This design comes from an exercise in tuning for small area and a short achievable clock period on the open sky130 flow, not from production work.

## ula
module ula(
    input clk14,			 
	 input reset,			 
    input [15:0] a,		 
    input [7:0] din,		 
	 output [7:0] dout,	 
    input mreq_n,			 
    input iorq_n,			 
    input rd_n,			 
    input wr_n,			 
	 input rfsh_n,			 
	 output clkcpu,		 
	 output msk_int_n,	 
    output [13:0] va,	  
	 input [7:0] vramdout, 
	 output [7:0] vramdin, 
    output vramoe,		 
    output vramcs,		  
    output vramwe,		 
    input ear,				   
    output mic,			    
    output spk,            
	 output [7:0] kbrows,    
    input [4:0] kbcolumns,	 
    output r,				
    output g,				 
    output b,				 
    output i,				 
	 output [7:0] rgbulaplus,	 
	 output ulaplus_enabled,	 
    output csync,			
    output hsync,
    output vsync
    );
Size: about 2000 cells after synthesis, ~110 I/O pins, ~27000 um2 of cells after synthesis.
clock: 10.0 ns
lec_check: 0
cap_margin: 20
core_margin: 2
core_utilization: 40
place_density: 0.6
setup_slack_margin: 4.7
slew_margin: 20
synth_hierarchical: 1
synth_minimum_keep_size: 0
tns_end_percent: 100
standard.sh (not shown) runs the stock make flow with config.mk's settings and CLKGATE_MAP_FILE= SYNTH_SCRIPT=/design/flow/synth_recipe.tcl, a recipe that flattens the netlist after the stock synthesis.
==> flow/flow/run.sh <==
#!/bin/bash
# Layout flow: the standard flow (standard.sh, ORFS) with three changes
# made through ORFS's own variables:
#  - ports are buffered with sky130_fd_sc_hd__buf_1 rather than the delay
#    buffer buffer_ports picks by default;
#  - clock tree synthesis uses clkbuf_16 sink clusters and no dummy loads;
#  - everything else as in the standard flow (synthesis unchanged).
# Each step's full output goes to a log file in this folder.
set -euo pipefail
export BUFFER_PORTS_ARGS="-buffer_cell sky130_fd_sc_hd__buf_1"
export CTS_ARGS="-sink_clustering_enable -repair_clock_nets -dont_use_dummy_load -buf_list sky130_fd_sc_hd__clkbuf_16 -sink_clustering_size 24 -sink_clustering_max_diameter 70"
bash standard.sh synth > synth.log 2>&1
bash standard.sh floorplan > floorplan.log 2>&1
bash standard.sh place > place.log 2>&1
bash standard.sh cts > cts.log 2>&1
bash standard.sh route > route.log 2>&1
bash standard.sh finish > finish.log 2>&1
Then changed:
--- a/flow/design.v
+++ b/flow/design.v
@@ -67,33 +67,26 @@
 	reg TimexHiColorMode;
 	reg ULAPlusConfig;	 
 	reg [7:0] ULAPlusAddrReg;	 
 	assign ulaplus_enabled = ULAPlusConfig;
 	wire ulaplusport = !iorq_n && a[0] && !a[2] && (a[7:6]==2'b00) && a[15];	 
 	wire addrportsel = ulaplusport && !a[14];	 
 	wire dataportsel = ulaplusport && a[14];		 
-	reg clk7;
+	reg [9:0] hcount;
 	always @(posedge clk14)
 		if (reset)
-			clk7 <= 0;
+			hcount <= 10'd1;
+		else if (hcount == 10'd895)
+			hcount <= 10'd0;
 		else
-			clk7 <= !clk7;
+			hcount <= hcount + 10'd1;
+	wire clk7 = !hcount[0];
+	wire [8:0] hc = hcount[9:1];
 	wire clk7_rise = !clk7;	 
 	wire clk7_fall = clk7;	 
-	reg [8:0] hc;
-	always @(posedge clk14) begin
-		if (reset)
-			hc <= 0;
-		else if (clk7_rise) begin
-			if (hc==447)
-				hc <= 0;
-			else
-				hc <= hc + 1;
-		end
-	end
 	reg [8:0] vc;
 	always @(posedge clk14) begin
 		if (reset)
 			vc <= 0;
 		else if (clk7_rise && hc==447) begin
 			if (vc == 311)
 				vc <= 0;
@@ -257,18 +250,30 @@
 	                      TimexHiColorMode ? {1'b1, dispaddr} : {4'b0110, vc[7:3], col};
 	assign va = ulaslot ? ulaaddr : a[13:0];
 	assign vramcs = ulaslot | (!cpublock & !a[15] & a[14] & !mreq_n);
 	assign vramoe = ulaslot ? !hc[0] : (!cpublock & !rd_n);
 	assign vramwe = !ulaslot & !cpublock & !wr_n;
 	wire fetchslot = Border_n && hc[3] && hc[1];
 	wire palettewe = dataportsel && !wr_n && (ULAPlusAddrReg[7:6]==2'b00) && !fetchslot;
-	wire fetchslot_next = clk7 ? fetchslot : (Border_n && hc[3] && (hc[1] ^ hc[0]));
-	wire ink_next = hc[0] ^ !clk7;
-	wire [5:0] fetchaddr_next = ink_next ? { AttrReg[7:6],1'b0,AttrReg[2:0] } : { AttrReg[7:6],1'b1,AttrReg[5:3] };
-	wire [5:0] paletteaddr_reg = fetchslot_next ? fetchaddr_next : ULAPlusAddrReg[5:0];
+	reg fetchslot_next;
+	reg [5:0] paletteaddr_reg;
+	wire fetchslot_next2 = Border_n && hc[3] && (hc[1] ^ hc[0]);
+	wire [7:0] AttrReg_next = AttrLatch_fall ? vramdout : AttrReg;
+	wire [5:0] fetchaddr_next2 = hc[0] ? { AttrReg_next[7:6],1'b1,AttrReg_next[5:3] } : { AttrReg_next[7:6],1'b0,AttrReg_next[2:0] };
+	always @(posedge clk14) begin
+		if (reset) begin
+			fetchslot_next <= 0;
+			paletteaddr_reg <= 0;
+		end
+		else begin
+			fetchslot_next <= fetchslot_next2;
+			paletteaddr_reg <= fetchslot_next2 ? fetchaddr_next2 :
+			                   (clk7_rise && addrportsel && !wr_n) ? din[5:0] : ULAPlusAddrReg[5:0];
+		end
+	end
 	wire addrreg_wr = clk7_rise && addrportsel && !wr_n;
 	wire next_from_din = addrreg_wr && !fetchslot_next;
 	wire [5:0] ra = next_from_din ? din[5:0] : paletteaddr_reg;
 	wire [7:0] ra_hi = 8'b1 << ra[5:3];
 	wire [7:0] ra_lo = 8'b1 << ra[2:0];
 	wire palette_bypass = palettewe && ((reset ? 6'd0 : paletteaddr_reg) == ULAPlusAddrReg[5:0]);
 	wire [7:0] paletteread;
What happened: The changed run completed with no timing, DRC or antenna violations; count of clock-buffer cells in the layout came out lower by 2; routed wire length came out lower by about 4.5%; first-iteration DRC count rises by 5.1%; area after synthesis is higher by 0.82%; sequential cell count grows by 7.
No run of this note included a check of the RTL's function; only the layout flow was run.

-- afterwards: timing with drivers on the ports --
The flow's constraints put no driver on any port. The routed layouts listed below were extracted and timed again, unchanged, in two steps. Step 1: set_driving_cell puts a clkbuf_16 on clk14 and a buf_2 on each other input, an assumption about the parent block. Step 2 adds t to the input delays and takes it off the output delays; t is the mean of the earliest and latest rising clock arrival at the registers after step 1. Input paths then give back, and output paths get back, about the clock's delay inside the block. Three values: no drivers, after step 1, after step 2; two values: the first two.
run | t, ns | setup WS [ns] | worst hold slack (ns) | worst setup path at the end | clock arrival spread, ns
the first run | 0.637 | 4.587 / 4.595 / 3.961 | 0.461 / 0.461 / 0.461 | input to register | 0.051 / 0.052
the second run | 0.628 | 4.711 / 4.686 / 4.168 | 0.464 / 0.464 / 0.464 | input to register | 0.044 / 0.044
After both steps every run listed still meets setup and hold. For the first run, which loses most, drivers alone change the setup slack by +0.008 ns; drivers and shift together by -0.626 ns.
